Background: an optimization exercise with open tools, aiming at small area. Do not read the settings as production practice. RTL that was checked went through simulation tests only; none was proved equivalent to the original. The RTL of run 4 was laid out without a check of its function. The clock cells of run 1 come from the design's own scripts or RTL, not from TritonCTS. The clock port is modelled as an ideal driver, which makes a skipped or thinned clock tree look cheaper than it is; a real chip needs a root buffer or a tree. No activity file was given, so power comes from the tool's default toggle rates.

--- flow/design.v ---
`timescale 1ns / 1ps
module Micro_Con_ROM(clk, rst, REF, POT, PWM, Ena_ADC);
input clk, rst;
input [17:0] REF, POT;
output reg [17:0] PWM;
output Ena_ADC;
localparam [17:0] HSTART = 18'd206623;    
reg [5:0]  s;       
reg [17:0] H;       
reg [17:0] A;
reg [15:0] Dr;
wire [17:0] D = {Dr, 2'b00};
wire idle = s[5] & s[1];
wire neg;
function st; input [5:0] v; st = (s == v); endfunction
wire nr   = !rst;
wire x0   = st(1) | st(13) | st(16) | st(25) | st(33) | rst;      
wire x1   = st(10) | st(12) | st(24) | st(32) | idle;             
wire sREF = nr & (st(7) | st(8) | st(9));                        
wire sPp  = nr & (st(3) | st(5) | st(10));                       
wire sPn  = nr & (st(1) | st(13));                               
wire sA   = nr & (st(11) | st(24));                              
wire sDn  = nr & (st(12) | st(16) | st(19) | st(20) | st(21) | st(22) | st(23)
                  | st(25) | st(28) | st(30) | st(31));           
wire sK   = nr & st(33);
assign neg = sPn | sDn;
wire inc  = nr & idle;
wire ldP  = st(11) | rst;
wire ldA  = st(12) | st(24) | rst;
wire ldD  = st(15) | st(32) | rst;
wire [17:0] S;
wire [18:0] c;
assign c[0] = neg | inc;
wire [17:0] H2 = {H[16:0], 1'b0};
wire [17:0] Kv = HSTART;
genvar gi;
generate for (gi = 0; gi < 18; gi = gi + 1) begin : dp
  DpBit u (.x1(x1), .x2(!x0 && !x1), .h(H[gi]), .h2(H2[gi]),
           .sr(sREF), .r(REF[gi]), .sp(sPp | sPn), .p(POT[gi]), .sa(sA), .a(A[gi]),
           .sd(sDn), .d(D[gi]), .k(sK & Kv[gi]), .neg(neg),
           .ci(c[gi]), .s(S[gi]), .co(c[gi+1]));
end endgenerate
wire cout = c[18];
always @(posedge clk) begin
  if (rst) s <= 6'd0;
  else if (!idle) s <= s + 6'd1;
  else if (cout) s <= 6'd0;
  H <= S;
  if (ldP) PWM <= S;
  if (ldA) A <= S;
  if (ldD) Dr <= S[17:2];
end
assign Ena_ADC = !(s >= 6'd1 && s <= 6'd13);
endmodule
module DpBit(x1, x2, h, h2, sr, r, sp, p, sa, a, sd, d, k, neg, ci, s, co);
input x1, x2, h, h2, sr, r, sp, p, sa, a, sd, d, k, neg, ci;
output s, co;
wire x = (x1 & h) | (x2 & h2);
wire b = ((sr & r) | (sp & p) | (sa & a) | (sd & d) | k) ^ neg;
assign s = x ^ b ^ ci;
assign co = (x & b) | (ci & (x ^ b));
endmodule
--- flow/flow/run.sh ---
#!/bin/bash
# The standard layout (standard synthesis) with buf_1 port buffers and the
# clock tree of flow/pre_cts.tcl (a root buffer driving one leaf buffer per
# k-means group of clock sinks). make's output goes to standard.log.
set -uo pipefail
export FLOW_CLK_ROOT=sky130_fd_sc_hd__clkbuf_8
export FLOW_CLK_LEAF=sky130_fd_sc_hd__clkbuf_4
export FLOW_CLK_GROUPS=8
bash standard.sh \
  "BUFFER_PORTS_ARGS=-buffer_cell sky130_fd_sc_hd__buf_1" \
  "PRE_CTS_TCL=$(pwd)/flow/pre_cts.tcl" \
  finish > standard.log 2>&1
rc=$?
tail -5 standard.log
exit $rc
--- flow/flow/pre_cts.tcl ---
# Clock tree made here instead of by TritonCTS. The clock sinks are split into
# FLOW_CLK_GROUPS groups by k-means on their placed positions; each group is
# driven by a FLOW_CLK_LEAF buffer at the group's centroid, and all leaf
# buffers by one FLOW_CLK_ROOT buffer at the centroid of the leaves, which the
# clock port drives. clock_tree_synthesis then only marks the clock as
# propagated.
set block [ord::get_db_block]
set db [ord::get_db]
set root_master [$db findMaster $::env(FLOW_CLK_ROOT)]
set leaf_master [$db findMaster $::env(FLOW_CLK_LEAF)]
set k $::env(FLOW_CLK_GROUPS)
set clknet [$block findNet clk]
set sinks [$clknet getITerms]
set n [llength $sinks]
set xs {}; set ys {}
foreach it $sinks {
  set bb [[$it getInst] getBBox]
  lappend xs [expr {([$bb xMin] + [$bb xMax]) / 2.0}]
  lappend ys [expr {([$bb yMin] + [$bb yMax]) / 2.0}]
}
# initial centres: sinks spread along the sorted order of x + y
set order [lsort -real -indices [lmap x $xs y $ys {expr {$x + 0.5 * $y}}]]
for {set g 0} {$g < $k} {incr g} {
  set i [lindex $order [expr {int(($g + 0.5) * $n / $k)}]]
  set cx($g) [lindex $xs $i]; set cy($g) [lindex $ys $i]
}
for {set iter 0} {$iter < 50} {incr iter} {
  for {set g 0} {$g < $k} {incr g} { set sx($g) 0.0; set sy($g) 0.0; set cnt($g) 0 }
  set asg {}
  for {set i 0} {$i < $n} {incr i} {
    set x [lindex $xs $i]; set y [lindex $ys $i]
    set best 0; set bd 1e30
    for {set g 0} {$g < $k} {incr g} {
      set d [expr {abs($x - $cx($g)) + abs($y - $cy($g))}]
      if { $d < $bd } { set bd $d; set best $g }
    }
    lappend asg $best
    set sx($best) [expr {$sx($best) + $x}]; set sy($best) [expr {$sy($best) + $y}]
    incr cnt($best)
  }
  for {set g 0} {$g < $k} {incr g} {
    if { $cnt($g) > 0 } {
      set cx($g) [expr {$sx($g) / $cnt($g)}]; set cy($g) [expr {$sy($g) / $cnt($g)}]
    }
  }
}
set rnet [odb::dbNet_create $block clk_root]
$rnet setSigType CLOCK
set root [odb::dbInst_create $block $root_master clk_root_buf]
[$root findITerm A] connect $clknet
set rx 0.0; set ry 0.0; set used 0
for {set g 0} {$g < $k} {incr g} {
  if { $cnt($g) == 0 } { continue }
  set net [odb::dbNet_create $block clk_leaf_$g]
  $net setSigType CLOCK
  set inst [odb::dbInst_create $block $leaf_master clk_leaf_buf_$g]
  for {set i 0} {$i < $n} {incr i} {
    if { [lindex $asg $i] == $g } {
      set it [lindex $sinks $i]
      $it disconnect
      $it connect $net
    }
  }
  [$inst findITerm A] connect $rnet
  [$inst findITerm X] connect $net
  $inst setLocation [expr {int($cx($g))}] [expr {int($cy($g))}]
  $inst setPlacementStatus PLACED
  set rx [expr {$rx + $cx($g)}]; set ry [expr {$ry + $cy($g)}]; incr used
  puts "pre_cts: group $g: $cnt($g) sinks on clk_leaf_buf_$g"
}
[$root findITerm X] connect $rnet
$root setLocation [expr {int($rx / $used)}] [expr {int($ry / $used)}]
$root setPlacementStatus PLACED

rename clock_tree_synthesis tritoncts_unused
proc clock_tree_synthesis { args } {
  puts "clock_tree_synthesis replaced by flow/pre_cts.tcl"
  set_propagated_clock [all_clocks]
}
--- flow/standard.sh ---
#!/bin/bash
# synth_recipe.tcl (not shown) runs the flow's synth.tcl, then flattens the netlist and writes it again
# the make line also repeats each setting of config.mk as NAME=value (left out here)
make -C /OpenROAD-flow-scripts/flow DESIGN_CONFIG=/design/flow/config.mk WORK_HOME=/design/flow/orfs CLKGATE_MAP_FILE= SYNTH_SCRIPT=/design/flow/synth_recipe.tcl "${@:-finish}"
--- flow/config.mk ---
export PLATFORM = sky130hd
export DESIGN_NAME = Micro_Con_ROM
export DESIGN_NICKNAME = Micro_Con_ROM
export VERILOG_FILES = /design/flow/design.v
export SDC_FILE = /design/flow/constraint.sdc
export NUM_CORES = 4
export LEC_CHECK = 0
export CAP_MARGIN = 20
export CORE_MARGIN = 2
export CORE_UTILIZATION = 40
export SLEW_MARGIN = 20
--- flow/constraint.sdc ---
create_clock -name core_clock -period 15.0 [get_ports {clk}]
set_input_delay 3.0000 -clock core_clock [delete_from_list [all_inputs] [get_ports {clk}]]
set_output_delay 3.0000 -clock core_clock [all_outputs]
set_load 0.01 [all_outputs]
==> results of run 1 <==
## synthesized netlist by cell type (2+ instances only)
library cell,count,area (um2)
sky130_fd_sc_hd__a21oi_1,42,210
sky130_fd_sc_hd__nand3b_1,2,15.0
sky130_fd_sc_hd__xnor2_1,4,35.0
sky130_fd_sc_hd__nor2_1,13,48.8
sky130_fd_sc_hd__mux2i_1,8,80.1
sky130_fd_sc_hd__a32oi_1,8,70.1
sky130_fd_sc_hd__nand2_1,13,48.8
sky130_fd_sc_hd__and2_1,2,12.5
sky130_fd_sc_hd__buf_2,9,45.0
sky130_fd_sc_hd__nor3_1,4,20.0
sky130_fd_sc_hd__a222oi_1,7,70.1
sky130_fd_sc_hd__inv_1,24,90.1
sky130_fd_sc_hd__a22o_1,2,17.5
sky130_fd_sc_hd__buf_6,2,22.5
sky130_fd_sc_hd__buf_4,6,45.0
sky130_fd_sc_hd__clkbuf_1,2,7.51
sky130_fd_sc_hd__nand2b_1,5,31.3
sky130_fd_sc_hd__and3_1,8,50.1
sky130_fd_sc_hd__a21o_1,3,22.5
sky130_fd_sc_hd__a22oi_1,15,113
sky130_fd_sc_hd__o32a_1,2,20.0
sky130_fd_sc_hd__dfxtp_1,24,480
sky130_fd_sc_hd__a221o_1,3,30.0
sky130_fd_sc_hd__ha_1,5,62.6
sky130_fd_sc_hd__fa_1,18,360
sky130_fd_sc_hd__o21ai_0,6,30.0
sky130_fd_sc_hd__edfxtp_1,52,1560
## power by group through the flow
stage	Sequential (mW)	Combinational, mW	Clock (mW)
6_report	0.300	0.0891	0.0922
5_1_grt	0.304	0.103	0.104
4_1_cts	0.300	0.0902	0.0967
3_5_place_dp	0.304	0.0895	0
3_3_place_gp	0.304	0.0890	0
2_1_floorplan	0.304	0.0572	0
## logic make-up after synthesis
family | after synthesis
AOI/OAI and AO/OA | 104
xor gates and xnor gates | 4
adders and majority gates | 23
buffers and inverters | 45
DFF | 76
muxes | 9
and+or+nand+nor | 56
## final timing paths
path | startpoint | to | slack, ps | cells past startpoint
setup / recovery | rst | s[2]$_SDFFE_PP0P_ | 3210 | 31
hold / removal | s[1]$_SDFFE_PP0P_ | s[5]$_SDFFE_PP0P_ | 620 | 1
setup reg to reg | s[1]$_SDFFE_PP0P_ | s[2]$_SDFFE_PP0P_ | 5220 | 30
hold reg to reg | s[1]$_SDFFE_PP0P_ | s[5]$_SDFFE_PP0P_ | 620 | 1
## routing by layer
layer | global-route usage, % | vias up
li1 | - | 1284
met1 | 26.6 | 1357
met2 | 28.6 | 88
met3 | 2.44 | 8
met4 | 2.46 | 0
met5 | 0 | -
## flip-flops by register name, summed over array words and instances (netlist names)
| name | cells |
|---|---|
| A | 18 |
| H | 18 |
| PWM | 18 |
| Dr | 16 |
| s | 6 |
## final cells by class
| class | instances | area share (%) |
|---|---|---|
| Buffer | 9 | 1.74 |
| Multi-Input combinational cell | 196 | 38.2 |
| Timing Repair Buffer | 61 | 5.85 |
| Inverter | 24 | 2.13 |
| Tap cell | 129 | 3.81 |
| Sequential cell | 76 | 48.3 |
## critical path, delay by kind of cell
kind / cells / cell delay [ps]
adders and majority gates: 18 / 6670
xor gates and xnor gates: 1 / 110
buffers and inverters: 5 / 1050
AOI/OAI and AO/OA: 5 / 950
and+or+nand+nor: 2 / 190
==> reports/results.md, run 1 <==
* count of hold-fix buffers inserted at cts: 0
* number of nets in the final layout: 429
* Setup Fix Bufs, Post-CTS: 0
* crit start category: primary input
* via count: 2,737
* post-route ant nets: 0
* met1 routed wirelength after detailed routing: 4.21 mm
* area fraction in and, or, nand and nor cells after synthesis: 8.02%
* average cell area after synthesis: 12.3 um2
* Max Freq: 84.8 MHz
* adder-cell share of the synthesized area: 10.9%
* max-cap violations: 0
* worst stage delay on the critical path: 600 ps
* final setup margin: 3210 ps
* clock edge transition at the registers on the reported setup and hold paths: 90 ps
* Post-Syn Instances: 317
* multiplexer area fraction after synthesis: 2.35%
* number of fillers in the final layout: 877
* PwrDens: 114 nW/um2
* fraction of power consumed by sequential logic: 62.3%
* most used flip-flop cell after synthesis: sky130_fd_sc_hd__edfxtp_1
* number of resized instances in the post-cts repair step: 0
* FFs w/ async S/R, synth: 0%
* count of placed standard cells including taps: 486
* antenna violations before repair: 0
* fraction of power spent switching nets: 28.8%
* Most Frequent Cell on Critical Path: sky130_fd_sc_hd__fa_1
* period utilization: 78.6%
* top routing layer in use: met4
* vertical die dimension: 103 um
* transition time at the pin with the least slew margin: 1090 ps
* combined area of the multi-input logic cells: 1620 um2
* critical path arrival: 11,990 ps
* outcome: finished clean
* core area: 9330 um2
* drt drc: 0
* Starting Density: 41.6%
* number of global-route vias before repair: 2,742
* Placed Area: 4160 um2
* number of cell rows: 35
* final cell area excluding filler cells: 4230 um2
* Die Footprint: 10,500 um2
* number of warnings printed during yosys synthesis: 1
* Critical Setup Path Class: in2reg
* hold_ws: 619 ps
* number of design-rule violations left by the first detailed-router iteration: 149
* aggregate negative setup slack: 0 ps
* number of unique standard cell types used by synthesis: 55
* clock latency at the later pin of the worst-skew pair: 360 ps
* complex-gate fraction of the synthesized area: 19.3%
* Top-Level Pins: 57
* critical path required time: 15,200 ps
* Diodes inserted: 0
* Register Area: 2040 um2
* overall power: 0.481 mW
* post-route insts no fill: 495
* Comb pwr share: 18.5%
* kind of path behind the tightest hold check: reg2reg
* Synth Register Bits: 76
* Buffers on Ports: 56
* standby leakage power: 1.50 nW
* wire length of the first global-routing pass: 14.6 mm
* hpwl dp: 6.15 mm
* Detail Route met3 WL: 581 um
* worst slack at placement: 2830 ps
* proportion of synthesized chip area in sequential cells: 52.6%
* number of flops mapped to enable cells by yosys: 52
* worst slew slack as a fraction of its limit: 27.2%
* final wirelength: 9.15 mm
* x dimension of the die: 103 um
* average detailed-routed wire length per instance: 18.5 um
* layout cells sized above 1: 6.83%
* share of total power in the clock network: 19.2%
* GR Overflow Total: 0
* maximum number of pins on one net before global-route repair: 19
* Synth Net Count: 378
* shortest clock period the worst path allows after layout: 11,790 ps
* critical path capture point type: register
* final estimated routing congestion in global placement: 0.811
* detailed-route vias per instance: 5.53
* count of final max-slew check failures: 0
* number of detailed-routing iterations run before antenna repair: 5
* XOR/XNOR share of the synthesized area: 0.902%
* final hold violation count: 0
* largest fanout on the critical path: 16
* switching power of the nets: 0.138 mW
* slowest cell on the critical path: sky130_fd_sc_hd__buf_1
* most used cells in the layout excluding fill and tap cells: sky130_fd_sc_hd__buf_1 (56), sky130_fd_sc_hd__edfxtp_1 (52), sky130_fd_sc_hd__a21oi_1 (42)
* GRT Total Usage: 17.8%
* most common cell after layout, fill and taps aside: sky130_fd_sc_hd__buf_1
* largest family of logic cells by synthesized area: compound AO/OA/AOI/OAI gates
* cell area after synthesis: 3880 um2
* unrepaired setup endpoints after global routing: false
* area delta synth->final: 8.96%
* largest clock skew in the final design: 18.9 ps
* Internal: 0.343 mW
* post-layout utilization of the core: 45.4%
* Final setup violation count: 0
* worst-case vdd ir drop: 0.0579 mV
* metal2 WL: 4.25 mm
==> run 2, diff against run 1 <==
==> flow/design.v (replaced) <==
`timescale 1ns / 1ps
module Micro_Con_ROM(clk, rst, REF, POT, PWM, Ena_ADC);
input clk, rst;
input [17:0] REF, POT;
output reg [17:0] PWM;
output Ena_ADC;
localparam [17:0] HSTART = 18'd206621;    
reg [5:0]  s;       
reg [17:0] H;       
reg [17:0] A;
reg [15:0] Dr;
wire [17:0] D = {Dr, 2'b00};
wire idle = s[5];
wire x0, x1, sREF, sPOT, sA, sD, sK, neg, inc, ldP, ldA, ldD;
Ctrl ctrl (.s(s), .rst(rst), .x0(x0), .x1(x1), .sREF(sREF), .sPOT(sPOT), .sA(sA),
           .sD(sD), .sK(sK), .neg(neg), .inc(inc), .ldP(ldP), .ldA(ldA), .ldD(ldD));
wire [17:0] S;
wire [18:0] cn;            
assign cn[0] = !(neg | inc);
wire [17:0] H2 = {H[16:0], 1'b0};
genvar gi;
generate for (gi = 0; gi < 18; gi = gi + 1) begin : dp
  DpBit #(.KB(HSTART[gi]), .DB(gi >= 2)) u (.x1(x1), .x2(!x0 && !x1), .h(H[gi]), .h2(H2[gi]),
           .sr(sREF), .r(REF[gi]), .sp(sPOT), .p(POT[gi]), .sa(sA), .a(A[gi]),
           .sd(sD), .d(D[gi]), .sk(sK), .neg(neg),
           .cin(cn[gi]), .s(S[gi]), .con(cn[gi+1]));
end endgenerate
wire cout = !cn[18];
always @(posedge clk) begin
  if (rst) s <= 6'd0;
  else if (!idle) s <= s + 6'd1;
  else if (cout) s <= 6'd0;
  H <= S;
  if (ldP) PWM <= S;
  if (ldA) A <= S;
  if (ldD) Dr <= S[17:2];
end
assign Ena_ADC = !(s >= 6'd1 && s <= 6'd13);
endmodule
module DpBit(x1, x2, h, h2, sr, r, sp, p, sa, a, sd, d, sk, neg, cin, s, con);
parameter KB = 0;
parameter DB = 1;
input x1, x2, h, h2, sr, r, sp, p, sa, a, sd, d, sk, neg, cin;
output s, con;
wire ci = !cin;
wire x = (x1 & h) | (x2 & h2);
wire m = (sr & r) | (sp & p) | (sa & a) | (DB ? (sd & d) : 1'b0) | (KB ? sk : 1'b0);
wire b = m ^ neg;
assign s = x ^ b ^ ci;
assign con = !((x & b) | (ci & (x ^ b)));
endmodule
module Ctrl(s, rst, x0, x1, sREF, sPOT, sA, sD, sK, neg, inc, ldP, ldA, ldD);
input [5:0] s;
input rst;
output x0, x1, sREF, sPOT, sA, sD, sK, neg, inc, ldP, ldA, ldD;
function st; input [5:0] v; st = (s == v); endfunction
wire idle = s[5];
wire nr   = !rst;
assign x0   = st(1) | st(13) | st(24) | st(31) | rst;              
assign x1   = st(10) | st(12) | st(23) | idle;                     
assign sREF = nr & (st(6) | st(9));
assign sPOT = nr & (st(1) | st(3) | st(5) | st(10) | st(13));
assign sA   = nr & (st(11) | st(23));
assign sD   = nr & (st(12) | st(18) | st(19) | st(20) | st(21) | st(22)
                    | st(24) | st(26) | st(28) | st(30));
assign sK   = nr & st(31);
assign neg  = nr & (st(1) | st(9) | st(24) | st(26));
assign inc  = nr & idle;
assign ldP  = st(11) | rst;
assign ldA  = st(12) | st(23) | rst;
assign ldD  = st(15) | st(30) | rst;
endmodule
==> flow/flow/run.sh (replaced) <==
#!/bin/bash
# The standard layout (standard synthesis), with buf_1 port buffers and a
# clock tree of clkbuf_8 without dummy loads. make's output goes to standard.log.
set -uo pipefail
bash standard.sh \
  "BUFFER_PORTS_ARGS=-buffer_cell sky130_fd_sc_hd__buf_1" \
  "CTS_ARGS=-sink_clustering_enable -repair_clock_nets -dont_use_dummy_load -buf_list sky130_fd_sc_hd__clkbuf_8 -root_buf sky130_fd_sc_hd__clkbuf_8" \
  RECOVER_POWER=100 \
  finish > standard.log 2>&1
rc=$?
tail -5 standard.log
exit $rc
--- a/flow/config.mk
+++ b/flow/config.mk
@@ -11 +11,2 @@
 export SLEW_MARGIN = 20
+export SYNTH_HIERARCHICAL = 1
removed: flow/flow/pre_cts.tcl
==> reports/results.md, run 2 <==
* proportion of synthesized chip area in sequential cells: 55.2%, was 52.6%
* hold_ws: 750 ps, was 619 ps
* final hold violation count: 0, unchanged
* share of Yosys cell area claimed by the top area cell type: 42.2%, was 40.2%
* detailed-route vias per instance: 5.53, about the same
* most used flip-flop cell after synthesis: sky130_fd_sc_hd__edfxtp_1, unchanged
* shortest clock period the worst path allows after layout: 13,820 ps, was 11,790 ps
* number of unique standard cell types used by synthesis: 47, was 55
* clock tree from TritonCTS: done
* share of total power in the clock network: 23.7%, was 19.2%
* registers with the most flip-flops: A: 18 flops, H: 18 flops, PWM: 18 flops, unchanged
* vertical die dimension: 100 um, was 103 um
* number of flops mapped to enable cells by yosys: 52, unchanged
* FFs w/ async S/R, synth: 0%, unchanged
* final wirelength: 8.48 mm, was 9.15 mm
* worst-case vdd ir drop: 0.0471 mV, was 0.0579 mV
* number of warnings printed during yosys synthesis: 8, was 1
* core area: 9110 um2, was 9330 um2
* wire length of the first global-routing pass: 13.3 mm, was 14.6 mm
* top cell type by total area after synthesis: sky130_fd_sc_hd__edfxtp_1, unchanged
* Synth Net Count: 338, was 378
* fraction of power spent switching nets: 28.0%, was 28.8%
* kind of path behind the tightest hold check: reg2reg, unchanged
* number of detailed-routing iterations run before antenna repair: 4, was 5
* largest clock skew in the final design: 24.4 ps, was 18.9 ps
* count of hold-fix buffers inserted at cts: 0, unchanged
* number of buffers added by the clock tree synthesis step: 9
* hpwl dp: 5.53 mm, was 6.15 mm
* average cell area after synthesis: 13.3 um2, was 12.3 um2
* post-layout utilization of the core: 46.0%, was 45.4%
* Setup Fix Bufs, Post-CTS: 0, unchanged
* checks failing in the layout checks: capacitance limit, slew limit
* Comb pwr share: 16.5%, was 18.5%
* leading post-synthesis cells by cell area: sky130_fd_sc_hd__edfxtp_1 (42%), sky130_fd_sc_hd__dfxtp_1 (13%), sky130_fd_sc_hd__fa_1 (9.7%), was sky130_fd_sc_hd__edfxtp_1 (40%), sky130_fd_sc_hd__dfxtp_1 (12%), sky130_fd_sc_hd__fa_1 (9.3%)
* crit start category: primary input, unchanged
* critical path required time: 15,200 ps, about the same
* outcome: complete, but fails checks, was finished clean
* drt drc: 0, unchanged
* Max clock buf depth: 2
* count of final max-slew check failures: 10, was 0
* most common cell after layout, fill and taps aside: sky130_fd_sc_hd__buf_1, unchanged
* area delta synth->final: 13.4%, was 8.96%
* number of nets in the final layout: 406, was 429
* switching power of the nets: 0.143 mW, was 0.138 mW
* max-cap violations: 1, was 0
* layout cells sized above 1: 9.28%, was 6.83%
* critical path arrival: 14,020 ps, was 11,990 ps
* Synth Register Bits: 76, unchanged
* worst slew slack as a fraction of its limit: -5.35%, was 27.2%
* number of resized instances in the post-cts repair step: 0, unchanged
* x dimension of the die: 100 um, was 103 um
* worst slack at placement: 1370 ps, was 2830 ps
* number of cell rows: 35, unchanged
* clock edge transition at the registers on the reported setup and hold paths: 60 ps, was 90 ps
* Final setup violation count: 0, unchanged
* PwrDens: 122 nW/um2, was 114 nW/um2
* aggregate negative setup slack: 0 ps, unchanged
* critical path capture point type: register, unchanged
* standby leakage power: 1.48 nW, was 1.50 nW
* Max Freq: 72.3 MHz, was 84.8 MHz
* Die Footprint: 10,000 um2, was 10,500 um2
* most used cells in the layout excluding fill and tap cells: sky130_fd_sc_hd__buf_1 (55), sky130_fd_sc_hd__edfxtp_1 (52), sky130_fd_sc_hd__dfxtp_1 (24), was sky130_fd_sc_hd__buf_1 (56), sky130_fd_sc_hd__edfxtp_1 (52), sky130_fd_sc_hd__a21oi_1 (42)
* cell area after synthesis: 3700 um2, was 3880 um2
* Diodes inserted: 0, unchanged
* most frequent cells after synthesis: sky130_fd_sc_hd__edfxtp_1 (52), sky130_fd_sc_hd__dfxtp_1 (24), sky130_fd_sc_hd__inv_1 (22), was sky130_fd_sc_hd__edfxtp_1 (52), sky130_fd_sc_hd__a21oi_1 (42), sky130_fd_sc_hd__dfxtp_1 (24), sky130_fd_sc_hd__inv_1 (24), sky130_fd_sc_hd__fa_1 (18)
* maximum number of pins on one net before global-route repair: 24, was 19
* Buffers on Ports: 56, unchanged
* number of fillers in the final layout: 875, was 877
* antenna violations before repair: 0, unchanged
* clock latency at the later pin of the worst-skew pair: 360 ps, about the same
* Post-Syn Instances: 279, was 317
* Critical Setup Path Class: in2reg, unchanged
* most common cell in the synthesized netlist: sky130_fd_sc_hd__edfxtp_1, unchanged
* final estimated routing congestion in global placement: 0.763, was 0.811
* number of global-route vias before repair: 2,578, was 2,742
* depth of the CTS H-tree: 3
* TritonCTS sink count: 76
* final setup margin: 1180 ps, was 3210 ps
* Top-Level Pins: 57, unchanged
* Starting Density: 40.6%, was 41.6%
* Root Buffer Master: sky130_fd_sc_hd__clkbuf_8
* Internal: 0.367 mW, was 0.343 mW
* number of design-rule violations left by the first detailed-router iteration: 198, was 149
* fraction of power consumed by sequential logic: 59.8%, was 62.3%
* period utilization: 92.2%, was 78.6%
* unrepaired setup endpoints after global routing: false, unchanged
* post-route ant nets: 0, unchanged
* GR Overflow Total: 0, unchanged
* transition time at the pin with the least slew margin: 1570 ps, was 1090 ps
* GRT Total Usage: 17.8%, about the same
* average detailed-routed wire length per instance: 18.6 um, was 18.5 um
* via count: 2,520, was 2,737
* largest fanout on the critical path: 13, was 16
run 2: cell types whose count changed after synthesis, sizes merged, moves of 8 or more:
cell / change
and3: -8
xor2: +11
buf: -11
mux2i: -8
a21oi: -25
a32oi: -8
run 2: power by group through the flow:
stage                     registers [mW]  logic, mW  clock network (mW)
after floorplan                    0.307     0.0514                   0
after global placement             0.308     0.0832                   0
after detailed placement           0.309     0.0855                   0
after CTS                          0.305     0.0861               0.123
after global routing               0.310     0.0971               0.133
final                              0.305     0.0843               0.121
run 2: per-module statistics from Yosys, one instance, submodules excluded, excerpt:
module	copies in the design	cells inside
Ctrl	1	50
Micro_Con_ROM	1	112
run 2: cell families after synthesis:
kind of cell | share of synthesized area [%]
AOI/OAI and AO/OA | 18.0
xor gates and xnor gates | 4.97
adders and majority gates | 10.8
buffers and inverters | 3.72
DFF | 55.2
other | 0.101
and+or+nand+nor | 7.24
run 2: layout make-up:
| type | count | area (um2) | share of cell area, % |
|---|---|---|---|
| Clock buffer | 9 | 124 | 2.95 |
| Inverter | 22 | 82.6 | 1.97 |
| Multi-Input combinational cell | 174 | 1540 | 36.6 |
| Sequential cell | 76 | 2040 | 48.7 |
| Tap cell | 111 | 139 | 3.31 |
| Timing Repair Buffer | 64 | 270 | 6.44 |
run 2: path summary, 6_finish.rpt:
| path | startpoint | endpoint | depth (start not counted) | slack [ps] |
|---|---|---|---|---|
| max reg2reg | s[3]$_SDFFE_PP0P_ | s[4]$_SDFFE_PP0P_ | 25 | 3530 |
| min | s[4]$_SDFFE_PP0P_ | s[5]$_SDFF_PP0_ | 2 | 750 |
| max | rst | s[4]$_SDFFE_PP0P_ | 25 | 1180 |
| min reg2reg | s[4]$_SDFFE_PP0P_ | s[5]$_SDFF_PP0_ | 2 | 750 |
run 2: per-layer routing:
| layer | wire length [um] | track usage (%) | vias up |
|---|---|---|---|
| li1 | - | - | 1186 |
| met1 | 3890 | 23.8 | 1242 |
| met2 | 4030 | 28.6 | 85 |
| met3 | 470 | 4.53 | 7 |
| met4 | 98 | 5.80 | 0 |
| met5 | 0 | 0 | - |
run 2: worst max-delay path, cell delays in order:
cell and delay [ps]:
sky130_fd_sc_hd__clkbuf_1 250, sky130_fd_sc_hd__or2_0 430, sky130_fd_sc_hd__nor3_1 1280, sky130_fd_sc_hd__nor2_1 180, sky130_fd_sc_hd__fa_1 520, sky130_fd_sc_hd__fa_1 460, sky130_fd_sc_hd__fa_1 460, sky130_fd_sc_hd__fa_1 470
sky130_fd_sc_hd__fa_1 460, sky130_fd_sc_hd__fa_1 460, sky130_fd_sc_hd__fa_1 460, sky130_fd_sc_hd__fa_1 460, sky130_fd_sc_hd__fa_1 450, sky130_fd_sc_hd__fa_1 460, sky130_fd_sc_hd__fa_1 470, sky130_fd_sc_hd__fa_1 460
sky130_fd_sc_hd__fa_1 460, sky130_fd_sc_hd__fa_1 460, sky130_fd_sc_hd__fa_1 470, sky130_fd_sc_hd__fa_1 470, sky130_fd_sc_hd__fa_1 480, sky130_fd_sc_hd__fa_1 470, sky130_fd_sc_hd__and2_0 210, sky130_fd_sc_hd__o21ai_0 180
sky130_fd_sc_hd__a21oi_1 80
run 2: metrics by stage:
| stage | area [um2] | instances | power (mW) |
|---|---|---|---|
| 2_1_floorplan | 3700 | 279 | 0.359 |
| 4_1_cts | 4200 | 456 | 0.514 |
| 3_5_place_dp | 4080 | 447 | 0.394 |
| 5_1_grt | 4190 | 456 | 0.540 |
| 6_report | 4190 | 456 | 0.510 |
| 3_3_place_gp | 4080 | 447 | 0.391 |
==> run 3, diff against run 2 <==
--- a/flow/flow/run.sh
+++ b/flow/flow/run.sh
@@ -7,3 +7,2 @@
   "CTS_ARGS=-sink_clustering_enable -repair_clock_nets -dont_use_dummy_load -buf_list sky130_fd_sc_hd__clkbuf_8 -root_buf sky130_fd_sc_hd__clkbuf_8" \
-  RECOVER_POWER=100 \
   finish > standard.log 2>&1
==> reports/results.md, run 3 <==
* outcome: finished clean, was complete, but fails checks
* number of unique standard cell types used by synthesis: 47, unchanged
* Internal: 0.367 mW, about the same
* largest clock skew in the final design: 24.4 ps, about the same
* number of resized instances in the post-cts repair step: 0, unchanged
* aggregate negative setup slack: 0 ps, unchanged
* number of buffers added by the clock tree synthesis step: 9, unchanged
* final setup margin: 1780 ps, was 1180 ps
* Setup Fix Bufs, Post-CTS: 0, unchanged
* Placed Area: 4080 um2, unchanged
* hold_ws: 741 ps, was 750 ps
* proportion of synthesized chip area in sequential cells: 55.2%, unchanged
* met1 routed wirelength after detailed routing: 3.83 mm, was 3.89 mm
* Synth Net Count: 338, unchanged
* registers with the most flip-flops: A: 18 flops, H: 18 flops, PWM: 18 flops, unchanged
* share of Yosys cell area claimed by the top area cell type: 42.2%, unchanged
* GRT Total Usage: 17.8%, unchanged
* Max clock buf depth: 2, unchanged
* area delta synth->final: 13.5%, was 13.4%
* crit start category: primary input, unchanged
* transition time at the pin with the least slew margin: 1010 ps, was 1570 ps
* Starting Density: 40.6%, unchanged
* number of design-rule violations left by the first detailed-router iteration: 212, was 198
* metal2 WL: 4.01 mm, was 4.03 mm
* clock tree from TritonCTS: done, unchanged
* number of nets in the final layout: 406, unchanged
* x dimension of the die: 100 um, unchanged
* slowest cell on the critical path: sky130_fd_sc_hd__nor3_2, was sky130_fd_sc_hd__nor3_1
* Max Freq: 75.7 MHz, was 72.3 MHz
* number of warnings printed during yosys synthesis: 8, unchanged
* critical path required time: 15,200 ps, about the same
* Post-Syn Instances: 279, unchanged
* Root Buffer Master: sky130_fd_sc_hd__clkbuf_8, unchanged
* number of cell rows: 35, unchanged
* top routing layer in use: met4, unchanged
* Final setup violation count: 0, unchanged
* overall power: 0.510 mW, about the same
* final hold violation count: 0, unchanged
* critical path capture point type: register, unchanged
* delay-heaviest family, CP: adder cells, unchanged
* clock edge transition at the registers on the reported setup and hold paths: 60 ps, about the same
* via count: 2,511, was 2,520
* Top-Level Pins: 57, unchanged
* worst slew slack as a fraction of its limit: 32.4%, was -5.35%
* Synth Register Bits: 76, unchanged
* final cell area excluding filler cells: 4200 um2, was 4190 um2
* share of total power in the clock network: 23.8%, was 23.7%
* critical path arrival: 13,410 ps, was 14,020 ps
* vertical die dimension: 100 um, unchanged
* number of detailed-routing iterations run before antenna repair: 4, unchanged
* Diodes inserted: 0, unchanged
* most used cells in the layout excluding fill and tap cells: sky130_fd_sc_hd__buf_1 (56), sky130_fd_sc_hd__edfxtp_1 (52), sky130_fd_sc_hd__dfxtp_1 (24), was sky130_fd_sc_hd__buf_1 (55), sky130_fd_sc_hd__edfxtp_1 (52), sky130_fd_sc_hd__dfxtp_1 (24)
* Buffers on Ports: 56, unchanged
* Die Footprint: 10,000 um2, unchanged
* shortest clock period the worst path allows after layout: 13,220 ps, was 13,820 ps
* count of hold-fix buffers inserted at cts: 0, unchanged
* average cell area after synthesis: 13.3 um2, unchanged
* Most Frequent Cell on Critical Path: sky130_fd_sc_hd__fa_1, unchanged
* number of flops mapped to enable cells by yosys: 52, unchanged
* wire length of the first global-routing pass: 13.3 mm, unchanged
* detailed-route vias per instance: 5.51, was 5.53
* max-cap violations: 0, was 1
* crit path buf inv count: 1, unchanged
* clock latency at the later pin of the worst-skew pair: 360 ps, about the same
* Critical Setup Path Class: in2reg, unchanged
* most common cell in the synthesized netlist: sky130_fd_sc_hd__edfxtp_1, unchanged
* count of placed standard cells including taps: 447, unchanged
* antenna violations before repair: 0, unchanged
* core area: 9110 um2, unchanged
* worst slack at placement: 1370 ps, unchanged
* period utilization: 88.1%, was 92.2%
* Comb pwr share: 16.5%, about the same
* standby leakage power: 1.48 nW, about the same
* switching power of the nets: 0.143 mW, about the same
* unrepaired setup endpoints after global routing: false, unchanged
* depth of the CTS H-tree: 3, unchanged
* drt drc: 0, unchanged
* most common cell after layout, fill and taps aside: sky130_fd_sc_hd__buf_1, unchanged
* fraction of power consumed by sequential logic: 59.7%, was 59.8%
* top cell type by total area after synthesis: sky130_fd_sc_hd__edfxtp_1, unchanged
* number of global-route vias before repair: 2,578, unchanged
* fraction of power spent switching nets: 28.1%, was 28.0%
* post-route insts no fill: 456, unchanged
* post-layout utilization of the core: 46.1%, was 46.0%
* layout cells sized above 1: 9.86%, was 9.28%
* post-route ant nets: 0, unchanged
* cell area after synthesis: 3700 um2, unchanged
* GR Overflow Total: 0, unchanged
* hpwl dp: 5.53 mm, unchanged
* FFs w/ async S/R, synth: 0%, unchanged
* average detailed-routed wire length per instance: 18.4 um, was 18.6 um
* largest fanout on the critical path: 13, unchanged
* most frequent cells after synthesis: sky130_fd_sc_hd__edfxtp_1 (52), sky130_fd_sc_hd__dfxtp_1 (24), sky130_fd_sc_hd__inv_1 (22), unchanged
* PwrDens: 122 nW/um2, about the same
* maximum number of pins on one net before global-route repair: 24, unchanged
* TritonCTS sink count: 76, unchanged
* worst stage delay on the critical path: 720 ps, was 1280 ps
* worst-case vdd ir drop: 0.0471 mV, about the same
* final estimated routing congestion in global placement: 0.763, unchanged
* Detail Route met3 WL: 434 um, was 470 um
* leading post-synthesis cells by cell area: sky130_fd_sc_hd__edfxtp_1 (42%), sky130_fd_sc_hd__dfxtp_1 (13%), sky130_fd_sc_hd__fa_1 (9.7%), unchanged
* most used flip-flop cell after synthesis: sky130_fd_sc_hd__edfxtp_1, unchanged
* final wirelength: 8.41 mm, was 8.48 mm
* kind of path behind the tightest hold check: reg2reg, unchanged
* count of final max-slew check failures: 0, was 10
==> run 3: cell types whose count changed in the layout (fill, tap and decap cells not counted) <==
cell / change
sky130_fd_sc_hd__nor3_1: -1
sky130_fd_sc_hd__or2_2: +1
sky130_fd_sc_hd__and2_1: +1
sky130_fd_sc_hd__clkbuf_1: -1
sky130_fd_sc_hd__or2_0: -1
sky130_fd_sc_hd__buf_1: +1
sky130_fd_sc_hd__and2_0: -1
sky130_fd_sc_hd__nor3_2: +1
==> run 3: layout make-up <==
type / instances / area (um2)
Fill cell: 874 / 4910
Sequential cell: 76 / 2040
Multi-Input combinational cell: 174 / 1540
Timing Repair Buffer: 64 / 270
Tap cell: 111 / 139
Clock buffer: 9 / 124
Inverter: 22 / 82.6
==> run 3: cells by family after synthesis <==
logic type | Yosys count | synth area share, %
xor+xnor | 21 | 4.97
simple gates | 51 | 7.24
flops | 76 | 55.2
compound gates | 80 | 18.0
other cells | 1 | 0.101
buf+inv | 29 | 3.72
fa+ha+maj | 21 | 10.8
==> run 3: metal layers <==
metal	GRT usage, %	vias up
met5	0	-
met4	5.80	0
met3	4.53	11
met2	28.6	80
met1	23.8	1235
li1	-	1185
==> run 3: power by group through the flow <==
stage / logic, mW / clock network, mW / registers, mW
final: 0.0841 / 0.121 / 0.305
after global routing: 0.0972 / 0.133 / 0.310
after CTS: 0.0861 / 0.123 / 0.305
after detailed placement: 0.0855 / 0 / 0.309
after global placement: 0.0832 / 0 / 0.308
after floorplan: 0.0514 / 0 / 0.307
==> run 3: worst min-delay path: stages (launching register included) <==
cell	delay, ps
sky130_fd_sc_hd__dfxtp_1	490
sky130_fd_sc_hd__nand3_1	140
sky130_fd_sc_hd__a21oi_1	60
==> run 3: per-module statistics from Yosys, one instance, submodules excluded, excerpt <==
module	times used	area (um2)
Micro_Con_ROM	1	2260
Ctrl	1	360
==> run 3: final timing paths <==
kind	slack, ps	cells after the start	end	from
worst max-delay path	1780	25	s[4]$_SDFFE_PP0P_	rst
worst min register to register	740	2	s[5]$_SDFF_PP0_	s[4]$_SDFFE_PP0P_
worst max register to register	3970	28	s[4]$_SDFFE_PP0P_	s[0]$_SDFFE_PP0P_
worst min-delay path	740	2	s[5]$_SDFF_PP0_	s[4]$_SDFFE_PP0P_
==> run 4, diff against run 3 <==
==> flow/design.v (replaced) <==
`timescale 1ns / 1ps
module Micro_Con_ROM(clk, rst, REF, POT, PWM, Ena_ADC);
input clk, rst;
input [17:0] REF, POT;
output reg [17:0] PWM;
output Ena_ADC;
localparam [17:0] HSTART = 18'd206621;    
reg [5:0]  s;       
reg [17:0] H;       
reg [17:0] A;
reg [15:0] Dr;
wire [17:0] D = {Dr, 2'b00};
wire idle = s[5];
wire x0, x1, sREF, sPOT, sA, sD, sK, neg, inc, ldP, ldA, ldD;
Ctrl ctrl (.s(s), .rst(rst), .x0(x0), .x1(x1), .sREF(sREF), .sPOT(sPOT), .sA(sA),
           .sD(sD), .sK(sK), .neg(neg), .inc(inc), .ldP(ldP), .ldA(ldA), .ldD(ldD));
wire [17:0] S;
wire [17:0] H2 = {H[16:0], 1'b0};
wire [18:0] c;
assign c[0] = neg | inc;
wire x2 = !x0 && !x1;
genvar gi;
generate for (gi = 0; gi < 18; gi = gi + 1) begin : dp
  wire xb, bb;
  XMux xm (.x1(x1), .x2(x2), .h(H[gi]), .h2(H2[gi]), .x(xb));
  BMux #(.KB(HSTART[gi]), .DB(gi >= 2)) bm (.sr(sREF), .r(REF[gi]), .sp(sPOT), .p(POT[gi]),
           .sa(sA), .a(A[gi]), .sd(sD), .d(D[gi]), .sk(sK), .neg(neg), .b(bb));
  FullAdd fa (.a(xb), .b(bb), .ci(c[gi]), .s(S[gi]), .co(c[gi+1]));
end endgenerate
wire cout = c[18];
wire [5:0] s_inc = {1'b0, s[4:0]} + 6'd1;
always @(posedge clk) begin
  s[4:0] <= (rst || (idle && cout)) ? 5'd0 : s_inc[4:0];
  s[5]   <= !rst && (idle ? !cout : s_inc[5]);
  H <= S;
  if (ldP) PWM <= S;
  if (ldA) A <= S;
  if (ldD) Dr <= S[17:2];
end
assign Ena_ADC = !(s >= 6'd1 && s <= 6'd13);
endmodule
module XMux(x1, x2, h, h2, x);
input x1, x2, h, h2;
output x;
assign x = (x1 & h) | (x2 & h2);
endmodule
module BMux(sr, r, sp, p, sa, a, sd, d, sk, neg, b);
parameter KB = 0;
parameter DB = 1;
input sr, r, sp, p, sa, a, sd, d, sk, neg;
output b;
wire m = (sr & r) | (sp & p) | (sa & a) | (DB ? (sd & d) : 1'b0) | (KB ? sk : 1'b0);
assign b = m ^ neg;
endmodule
module FullAdd(a, b, ci, s, co);
input a, b, ci;
output s, co;
assign s = a ^ b ^ ci;
assign co = (a & b) | (ci & (a ^ b));
endmodule
module Ctrl(s, rst, x0, x1, sREF, sPOT, sA, sD, sK, neg, inc, ldP, ldA, ldD);
input [5:0] s;
input rst;
output x0, x1, sREF, sPOT, sA, sD, sK, neg, inc, ldP, ldA, ldD;
function st; input [5:0] v; st = (s == v); endfunction
wire idle = s[5];
assign x0   = st(1) | st(13) | st(24) | st(31) | st(0);              
assign x1   = st(10) | st(12) | st(23) | idle;                     
assign sREF = (st(6) | st(9));
assign sPOT = (st(1) | st(3) | st(5) | st(10) | st(13));
assign sA   = (st(11) | st(23));
assign sD   = (st(12) | st(18) | st(19) | st(20) | st(21) | st(22)
                    | st(24) | st(26) | st(28) | st(30));
assign sK   = st(31);
assign neg  = (st(1) | st(9) | st(24) | st(26));
assign inc  = idle;
assign ldP  = st(11) | rst;
assign ldA  = st(12) | st(23) | rst;
assign ldD  = st(15) | st(30) | rst;
endmodule
==> reports/results.md, run 4 <==
* largest fanout on the critical path: 4, was 13
* number of nets in the final layout: 382, was 406
* unrepaired setup endpoints after global routing: false, unchanged
* delay-heaviest family, CP: adder cells, unchanged
* worst stage delay on the critical path: 510 ps, was 720 ps
* area delta synth->final: 14.0%, was 13.5%
* Final setup violation count: 0, unchanged
* outcome: finished clean, unchanged
* wire length of the first global-routing pass: 12.5 mm, was 13.3 mm
* vertical die dimension: 98.9 um, was 100 um
* cell area after synthesis: 3600 um2, was 3700 um2
* max-cap violations: 0, unchanged
* most common cell in the synthesized netlist: sky130_fd_sc_hd__edfxtp_1, unchanged
* number of global-route vias before repair: 2,338, was 2,578
* number of flops mapped to enable cells by yosys: 52, unchanged
* overall power: 0.577 mW, was 0.510 mW
* area fraction in and, or, nand and nor cells after synthesis: 8.02%, was 7.24%
* largest clock skew in the final design: 15.9 ps, was 24.4 ps
* count of hold-fix buffers inserted at cts: 0, unchanged
* GR met1 Demand/Resource: 24.2%, was 23.8%
* GRT busiest layer: met1, was met2
* Synth Net Count: 314, was 338
* Cell Chain, Critical Path: buf_1 > a22oi_1 > nand2_1 > xor2_1 > fa_1 > fa_1 > fa_1 > fa_1 > fa_1 > fa_1 > fa_1 > fa_1 > fa_1 > fa_1 > fa_1 > fa_1 > fa_1 > fa_1 > fa_1 > fa_1 > fa_1 > fa_1
* clock edge transition at the registers on the reported setup and hold paths: 60 ps, about the same
* proportion of synthesized chip area in sequential cells: 56.7%, was 55.2%
* detailed-route vias per instance: 5.43, was 5.51
* largest family of logic cells by synthesized area: compound AO/OA/AOI/OAI gates, unchanged
* standby leakage power: 1.58 nW, was 1.48 nW
* XOR/XNOR share of the synthesized area: 5.35%, was 4.97%
* most common cell after layout, fill and taps aside: sky130_fd_sc_hd__buf_1, unchanged
* met3 Use GR: 5.04%, was 4.53%
* hpwl dp: 4.86 mm, was 5.53 mm
* adder-cell share of the synthesized area: 11.0%, was 10.8%
* PwrDens: 141 nW/um2, was 122 nW/um2
* transition time at the pin with the least slew margin: 988 ps, was 1010 ps
* Top-Level Pins: 57, unchanged
* clock tree from TritonCTS: done, unchanged
* critical path required time: 15,060 ps, was 15,200 ps
* final wirelength: 7.58 mm, was 8.41 mm
* most frequent cells after synthesis: sky130_fd_sc_hd__edfxtp_1 (52), sky130_fd_sc_hd__a22o_1 (25), sky130_fd_sc_hd__dfxtp_1 (24), was sky130_fd_sc_hd__edfxtp_1 (52), sky130_fd_sc_hd__dfxtp_1 (24), sky130_fd_sc_hd__inv_1 (22)
* worst-case vdd ir drop: 0.0413 mV, was 0.0471 mV
* core area: 8720 um2, was 9110 um2
* x dimension of the die: 98.9 um, was 100 um
* TritonCTS sink count: 76, unchanged
* crit start category: primary input, unchanged
* average detailed-routed wire length per instance: 17.7 um, was 18.4 um
* crit path buf inv count: 1, unchanged
* GRT Total Usage: 16.8%, was 17.8%
* slowest cell on the critical path: sky130_fd_sc_hd__fa_1, was sky130_fd_sc_hd__nor3_2
* complex-gate fraction of the synthesized area: 16.4%, was 18.0%
* Root Buffer Master: sky130_fd_sc_hd__clkbuf_8, unchanged
* most used flip-flop cell after synthesis: sky130_fd_sc_hd__edfxtp_1, unchanged
* Synth Register Bits: 76, unchanged
* number of buffers added by the clock tree synthesis step: 9, unchanged
* worst slew slack as a fraction of its limit: 34.2%, was 32.4%
* final setup margin: 4360 ps, was 1780 ps
* number of cell rows: 34, was 35
* top cell type by total area after synthesis: sky130_fd_sc_hd__edfxtp_1, unchanged
* number of detailed-routing iterations run before antenna repair: 5, was 4
* maximum number of pins on one net before global-route repair: 24, unchanged
* kind of path behind the tightest hold check: reg2reg, unchanged
* Diodes inserted: 0, unchanged
* critical path arrival: 10,700 ps, was 13,410 ps
* post-route ant nets: 0, unchanged
* Critical Setup Path Class: in2reg, unchanged
* average cell area after synthesis: 14.1 um2, was 13.3 um2
* number of warnings printed during yosys synthesis: 8, unchanged
* met2 layer usage reported by global route: 24.1%, was 28.6%
* depth of the CTS H-tree: 3, unchanged
* worst slack at placement: 4020 ps, was 1370 ps
* drt drc: 0, unchanged
* final estimated routing congestion in global placement: 0.759, was 0.763
* leading post-synthesis cells by cell area: sky130_fd_sc_hd__edfxtp_1 (43%), sky130_fd_sc_hd__dfxtp_1 (13%), sky130_fd_sc_hd__fa_1 (10%), was sky130_fd_sc_hd__edfxtp_1 (42%), sky130_fd_sc_hd__dfxtp_1 (13%), sky130_fd_sc_hd__fa_1 (9.7%)
* FFs w/ async S/R, synth: 0%, unchanged
* Setup Fix Bufs, Post-CTS: 0, unchanged
* Starting Density: 41.3%, was 40.6%
* antenna violations before repair: 0, unchanged
* Max Freq: 94.0 MHz, was 75.7 MHz
* final hold violation count: 0, unchanged
* critical path capture point type: register, unchanged
* Most Frequent Cell on Critical Path: sky130_fd_sc_hd__fa_1, unchanged
* Buffers on Ports: 56, unchanged
* Die Footprint: 9780 um2, was 10,000 um2
* registers with the most flip-flops: A: 18 flops, H: 18 flops, PWM: 18 flops, unchanged
* GR Overflow Total: 0, unchanged
* multiplexer area fraction after synthesis: 0.556%, was 0%
* number of resized instances in the post-cts repair step: 0, unchanged
* clock latency at the later pin of the worst-skew pair: 340 ps, was 360 ps
* layout cells sized above 1: 10.6%, was 9.86%
* shortest clock period the worst path allows after layout: 10,640 ps, was 13,220 ps
* count of final max-slew check failures: 0, unchanged
* Post-Syn Instances: 255, was 279
* number of design-rule violations left by the first detailed-router iteration: 177, was 212
* via count: 2,331, was 2,511
* share of Yosys cell area claimed by the top area cell type: 43.3%, was 42.2%
* period utilization: 70.9%, was 88.1%
* number of unique standard cell types used by synthesis: 42, was 47
* Max clock buf depth: 2, unchanged
* aggregate negative setup slack: 0 ps, unchanged
* most used cells in the layout excluding fill and tap cells: sky130_fd_sc_hd__buf_1 (56), sky130_fd_sc_hd__edfxtp_1 (52), sky130_fd_sc_hd__a22o_1 (25), was sky130_fd_sc_hd__buf_1 (56), sky130_fd_sc_hd__edfxtp_1 (52), sky130_fd_sc_hd__dfxtp_1 (24)
[run 4: cell families after synthesis]
kind of cell / after synthesis
multiplexers: 2
XOR/XNOR: 22
AO/OA/AOI/OAI: 69
AND/OR/NAND/NOR: 53
adder cells (fa/ha/maj): 21
other: 1
buffers and inverters: 11
flip-flops: 76
[run 4: power breakdown]
group | switching [mW] | internal, mW | total (mW)
clock network | 0.0636 | 0.0536 | 0.117
logic | 0.0691 | 0.0487 | 0.118
registers | 0.0283 | 0.314 | 0.342
total | 0.161 | 0.416 | 0.577
[run 4: worst paths after layout]
kind	start	to	cells past startpoint	slack (ps)
worst max-delay path	POT[0]	A[17]$_DFFE_PP_	22	4360
worst max register to register	s[2]$_SDFF_PP0_	A[17]$_DFFE_PP_	25	5460
worst min-delay path	H[17]$_DFF_P_	H[17]$_DFF_P_	2	750
worst min register to register	H[17]$_DFF_P_	H[17]$_DFF_P_	2	750
[run 4: layer usage]
metal	wire, um	share of wire, %
met5	0	0
met2	3450	46
met1	3480	46
met3	553	7.3
met4	96	1.3
[run 4: layout make-up]
cell class / count / area (um2)
clock buffers: 9 / 124
fillers: 786 / 4610
inverters: 4 / 15.0
multi-input cells: 168 / 1520
flip-flops and latches: 76 / 2040
well taps: 108 / 135
repair buffers: 64 / 270
[run 4: modules after synthesis (local to each module, per instance), a selection]
module	copies in the design	cells inside	area, um2
FullAdd	18	1	20.0
XMux	18	1	8.76
Ctrl	1	52	348
Micro_Con_ROM	1	104	2220
[run 4: worst min-delay path: stages, from the launching register on]
cell                      delay (ps)
sky130_fd_sc_hd__dfxtp_1         310
sky130_fd_sc_hd__a22o_1          160
sky130_fd_sc_hd__fa_1            240
[run 4: through the flow]
| stage | util [%] | cells | area [um2] | hold WS, ps |
|---|---|---|---|---|
| floorplan | - | 255 | 3600 | 493 |
| global placement | 45.7 | 420 | 3980 | 710 |
| detailed placement | 45.7 | 420 | 3980 | 737 |
| CTS | 47.1 | 429 | 4110 | 757 |
| global route | 47.1 | 429 | 4110 | 785 |
| finish | 47.1 | 429 | 4110 | 751 |
==> run 5, diff against run 4 <==
--- a/flow/design.v
+++ b/flow/design.v
@@ -51,3 +51,17 @@
 output b;
-wire m = (sr & r) | (sp & p) | (sa & a) | (DB ? (sd & d) : 1'b0) | (KB ? sk : 1'b0);
+wire m;
+BSel #(.KB(KB), .DB(DB)) sel (.sr(sr), .r(r), .sp(sp), .p(p), .sa(sa), .a(a), .sd(sd), .d(d),
+                              .sk(sk), .m(m));
+BInv inv (.m(m), .neg(neg), .b(b));
+endmodule
+module BSel(sr, r, sp, p, sa, a, sd, d, sk, m);
+parameter KB = 0;
+parameter DB = 1;
+input sr, r, sp, p, sa, a, sd, d, sk;
+output m;
+assign m = (sr & r) | (sp & p) | (sa & a) | (DB ? (sd & d) : 1'b0) | (KB ? sk : 1'b0);
+endmodule
+module BInv(m, neg, b);
+input m, neg;
+output b;
 assign b = m ^ neg;
@@ -64,13 +78,31 @@
 output x0, x1, sREF, sPOT, sA, sD, sK, neg, inc, ldP, ldA, ldD;
-function st; input [5:0] v; st = (s == v); endfunction
-wire idle = s[5];
-assign x0   = st(1) | st(13) | st(24) | st(31) | st(0);              
-assign x1   = st(10) | st(12) | st(23) | idle;                     
-assign sREF = (st(6) | st(9));
-assign sPOT = (st(1) | st(3) | st(5) | st(10) | st(13));
-assign sA   = (st(11) | st(23));
-assign sD   = (st(12) | st(18) | st(19) | st(20) | st(21) | st(22)
-                    | st(24) | st(26) | st(28) | st(30));
+wire [7:0] lo;       
+wire [3:0] hi;       
+CtrlPre pre (.s(s), .lo(lo), .hi(hi));
+CtrlOut out (.lo(lo), .hi(hi), .idle(s[5]), .rst(rst), .x0(x0), .x1(x1), .sREF(sREF),
+             .sPOT(sPOT), .sA(sA), .sD(sD), .sK(sK), .neg(neg), .inc(inc),
+             .ldP(ldP), .ldA(ldA), .ldD(ldD));
+endmodule
+module CtrlPre(s, lo, hi);
+input [5:0] s;
+output [7:0] lo;
+output [3:0] hi;
+assign lo = 8'd1 << s[2:0];
+assign hi = s[5] ? 4'd0 : (4'd1 << s[4:3]);
+endmodule
+module CtrlOut(lo, hi, idle, rst, x0, x1, sREF, sPOT, sA, sD, sK, neg, inc, ldP, ldA, ldD);
+input [7:0] lo;
+input [3:0] hi;
+input idle, rst;
+output x0, x1, sREF, sPOT, sA, sD, sK, neg, inc, ldP, ldA, ldD;
+function st; input [4:0] v; st = hi[v[4:3]] & lo[v[2:0]]; endfunction
+assign x0   = st(0) | st(1) | st(13) | st(24) | st(31);              
+assign x1   = st(10) | st(12) | st(23) | idle;                       
+assign sREF = st(6) | st(9);
+assign sPOT = st(1) | st(3) | st(5) | st(10) | st(13);
+assign sA   = st(11) | st(23);
+assign sD   = st(12) | st(18) | st(19) | st(20) | st(21) | st(22)
+            | st(24) | st(26) | st(28) | st(30);
 assign sK   = st(31);
-assign neg  = (st(1) | st(9) | st(24) | st(26));
+assign neg  = st(1) | st(9) | st(24) | st(26);
 assign inc  = idle;
==> reports/results.md, run 5 <==
* most common cell after layout, fill and taps aside: sky130_fd_sc_hd__buf_1, unchanged
* outcome: finished clean, unchanged
* drt drc: 0, unchanged
* Critical Setup Path Class: in2reg, unchanged
* average detailed-routed wire length per instance: 17.4 um, was 17.7 um
* Synth Net Count: 308, was 314
* TritonCTS sink count: 76, unchanged
* number of flops mapped to enable cells by yosys: 52, unchanged
* critical path capture point type: register, unchanged
* depth of the CTS H-tree: 3, unchanged
* clock latency at the later pin of the worst-skew pair: 340 ps, about the same
* antenna violations before repair: 0, unchanged
* Critical path origin: POT[0], unchanged
* core area: 8590 um2, was 8720 um2
* most common cell in the synthesized netlist: sky130_fd_sc_hd__edfxtp_1, unchanged
* shortest clock period the worst path allows after layout: 10,700 ps, was 10,640 ps
* number of resized instances in the post-cts repair step: 0, unchanged
* source of the worst register-to-register timing path: s[3]$_SDFF_PP0_, was s[2]$_SDFF_PP0_
* wire length of the first global-routing pass: 12.1 mm, was 12.5 mm
* aggregate negative setup slack: 0 ps, unchanged
* Final setup violation count: 0, unchanged
* critical path arrival: 10,750 ps, was 10,700 ps
* x dimension of the die: 97.2 um, was 98.9 um
* FFs w/ async S/R, synth: 0%, unchanged
* critical path required time: 15,050 ps, was 15,060 ps
* number of warnings printed during yosys synthesis: 8, unchanged
* Die Footprint: 9450 um2, was 9780 um2
* Setup Fix Bufs, Post-CTS: 0, unchanged
* number of detailed-routing iterations run before antenna repair: 4, was 5
* GRT Total Usage: 16.5%, was 16.8%
* final cell area excluding filler cells: 3960 um2, was 4110 um2
* met1 routed wirelength after detailed routing: 3.29 mm, was 3.48 mm
* Synth Register Bits: 76, unchanged
* PwrDens: 158 nW/um2, was 141 nW/um2
* Post-Syn Instances: 249, was 255
* clock edge transition at the registers on the reported setup and hold paths: 70 ps, was 60 ps
* worst slew slack as a fraction of its limit: 30.5%, was 34.2%
* number of global-route vias before repair: 2,371, was 2,338
* period utilization: 71.3%, was 70.9%
* final estimated routing congestion in global placement: 0.793, was 0.759
* worst-case vdd ir drop: 0.0414 mV, was 0.0413 mV
* clock tree from TritonCTS: done, unchanged
* standby leakage power: 1.59 nW, was 1.58 nW
* transition time at the pin with the least slew margin: 1040 ps, was 988 ps
* Top-Level Pins: 57, unchanged
* final wirelength: 7.37 mm, was 7.58 mm
* top routing layer in use: met4, unchanged
* layout cells sized above 1: 6.33%, was 10.6%
* number of buffers added by the clock tree synthesis step: 9, unchanged
* Root Buffer Master: sky130_fd_sc_hd__clkbuf_8, unchanged
* Starting Density: 40.5%, was 41.3%
* final hold violation count: 0, unchanged
* vertical die dimension: 97.2 um, was 98.9 um
* leading post-synthesis cells by cell area: sky130_fd_sc_hd__edfxtp_1 (45%), sky130_fd_sc_hd__dfxtp_1 (14%), sky130_fd_sc_hd__fa_1 (10%), was sky130_fd_sc_hd__edfxtp_1 (43%), sky130_fd_sc_hd__dfxtp_1 (13%), sky130_fd_sc_hd__fa_1 (10%)
* via count: 2,272, was 2,331
* GR Overflow Total: 0, unchanged
* metal2 WL: 3.51 mm, was 3.45 mm
* Buffers on Ports: 56, unchanged
* post-route ant nets: 0, unchanged
* cell area after synthesis: 3480 um2, was 3600 um2
* number of design-rule violations left by the first detailed-router iteration: 96, was 177
* Max Freq: 93.5 MHz, was 94.0 MHz
* hpwl dp: 4.70 mm, was 4.86 mm
* area delta synth->final: 13.8%, was 14.0%
* max-cap violations: 0, unchanged
* post-layout utilization of the core: 46.1%, was 47.1%
* top cell type by total area after synthesis: sky130_fd_sc_hd__edfxtp_1, unchanged
* registers with the most flip-flops: A: 18 flops, H: 18 flops, PWM: 18 flops, unchanged
* hold_ws: 613 ps, was 751 ps
* most used cells in the layout excluding fill and tap cells: sky130_fd_sc_hd__buf_1 (56), sky130_fd_sc_hd__edfxtp_1 (52), sky130_fd_sc_hd__dfxtp_1 (24), was sky130_fd_sc_hd__buf_1 (56), sky130_fd_sc_hd__edfxtp_1 (52), sky130_fd_sc_hd__a22o_1 (25)
* post-route insts no fill: 424, was 429
* crit start category: primary input, unchanged
* average cell area after synthesis: 14.0 um2, was 14.1 um2
* share of Yosys cell area claimed by the top area cell type: 44.9%, was 43.3%
* kind of path behind the tightest hold check: reg2reg, unchanged
* detailed-route vias per instance: 5.36, was 5.43
* count of hold-fix buffers inserted at cts: 0, unchanged
* Diodes inserted: 0, unchanged
* maximum number of pins on one net before global-route repair: 20, was 24
* largest fanout on the critical path: 4, unchanged
* Detail Route met3 WL: 416 um, was 553 um
* number of nets in the final layout: 377, was 382
* count of placed standard cells including taps: 415, was 420
* Placed Area: 3830 um2, was 3980 um2
* number of unique standard cell types used by synthesis: 35, was 42
* largest clock skew in the final design: 22.8 ps, was 15.9 ps
* count of final max-slew check failures: 0, unchanged
* unrepaired setup endpoints after global routing: false, unchanged
* Hold Startpoint: s[5]$_DFF_P_, was H[17]$_DFF_P_
* most used flip-flop cell after synthesis: sky130_fd_sc_hd__edfxtp_1, unchanged
* proportion of synthesized chip area in sequential cells: 58.7%, was 56.7%
* number of cell rows: 34, unchanged
* Max clock buf depth: 2, unchanged
* most frequent cells after synthesis: sky130_fd_sc_hd__edfxtp_1 (52), sky130_fd_sc_hd__dfxtp_1 (24), sky130_fd_sc_hd__nand2_1 (21), was sky130_fd_sc_hd__edfxtp_1 (52), sky130_fd_sc_hd__a22o_1 (25), sky130_fd_sc_hd__dfxtp_1 (24)
## run 5: critical path: stages
cell and delay [ps]:
sky130_fd_sc_hd__buf_1 70, sky130_fd_sc_hd__a22oi_1 130, sky130_fd_sc_hd__nand2_1 100, sky130_fd_sc_hd__xor2_1 170, sky130_fd_sc_hd__fa_1 430, sky130_fd_sc_hd__fa_1 410
sky130_fd_sc_hd__fa_1 400, sky130_fd_sc_hd__fa_1 410, sky130_fd_sc_hd__fa_1 400, sky130_fd_sc_hd__fa_1 390, sky130_fd_sc_hd__fa_1 400, sky130_fd_sc_hd__fa_1 400
sky130_fd_sc_hd__fa_1 410, sky130_fd_sc_hd__fa_1 390, sky130_fd_sc_hd__fa_1 400, sky130_fd_sc_hd__fa_1 400, sky130_fd_sc_hd__fa_1 380, sky130_fd_sc_hd__fa_1 380
sky130_fd_sc_hd__fa_1 390, sky130_fd_sc_hd__fa_1 390, sky130_fd_sc_hd__fa_1 390, sky130_fd_sc_hd__fa_1 500
## run 5: area by class of cell
cell class / count / area (um2)
clock buffers: 9 / 124
well taps: 108 / 135
multi-input cells: 167 / 1400
repair buffers: 60 / 240
inverters: 4 / 15.0
fillers: 804 / 4640
flip-flops and latches: 76 / 2040
## run 5: stage by stage
step           total power [mW]  worst slack, ps
6_report                  0.626             4310
4_1_cts                   0.633             4340
2_1_floorplan             0.459             4400
5_1_grt                   0.668             3990
3_5_place_dp              0.515             4020
3_3_place_gp              0.511             4110
## run 5: report_power, final
group / leakage [nW] / switching [mW] / internal, mW
clock: 0.0647 / 0.0617 / 0.0535
sequential: 0.720 / 0.0291 / 0.335
combinational: 0.807 / 0.0875 / 0.0588
## run 5: final timing paths
path                                     endpoint  cells after the start  slack (ps)
worst min register to register       s[5]$_DFF_P_                      2         610
worst min-delay path                 s[5]$_DFF_P_                      2         610
worst max-delay path            PWM[17]$_DFFE_PP_                     22        4310
worst max register to register  PWM[17]$_DFFE_PP_                     24        4800
## run 5: logic make-up (layout without fill, tap and decap cells)
kind of cell,after synthesis,after routing,share of synthesized area [%]
AOI/OAI and AO/OA,71,71,15.4
xor gates and xnor gates,21,21,5.29
adders and majority gates,21,21,11.4
buffers and inverters,6,73,0.972
DFF,76,76,58.7
other,1,1,0.108
and+or+nand+nor,53,53,8.03
## run 5: per-module statistics from Yosys (local to each module, per instance), a selection
module	area (um2)	cells	flip-flops and latches
Micro_Con_ROM	2220	104	76
CtrlOut	160	26	0
CtrlPre	93.8	12	0
FullAdd	20.0	1	0
BInv	8.76	1	0
XMux	8.76	1	0
## run 5: metal layers
metal / vias to the layer above / global-route usage [%]
met1: 1099 / 22.2
met3: 13 / 4.10
met5: - / 0
li1: 1095 / -
met2: 65 / 25.6
met4: 0 / 7.16

-- what the ideal ports hide --
Ports are ideal in the flow. The routed layouts listed here were re-timed in OpenROAD.
Step 1 assumes that a clkbuf_16 drives the clock port and a buf_2 every other input.
Step 2 adds t to the input delays and takes it off the output delays; t is the mean of the earliest and latest rising clock arrival at the registers after step 1. Input paths then give back, and output paths get back, about the clock's delay inside the block.
Slacks: ideal ports / drivers / drivers and shift; pairs: ideal ports / drivers.
| run | t, ns | slack for setup (ns) | worst setup path at the end | clock arrival spread, ns |
|---|---|---|---|---|
| run 1 | 0.385 | 3.209 / 3.212 / 2.827 | input to register | 0.019 / 0.018 |
| run 2 | 0.375 | 1.176 / 1.187 / 0.812 | input to register | 0.024 / 0.024 |
| run 3 | 0.376 | 1.785 / 1.796 / 1.420 | input to register | 0.025 / 0.024 |
| run 4 | 0.365 | 4.361 / 4.369 / 4.003 | input to register | 0.015 / 0.015 |
| run 5 | 0.357 | 4.305 / 4.315 / 3.958 | input to register | 0.023 / 0.023 |
The setup slack of run 1, which loses most, moves by +0.003 ns with the drivers and by -0.382 ns with both steps.
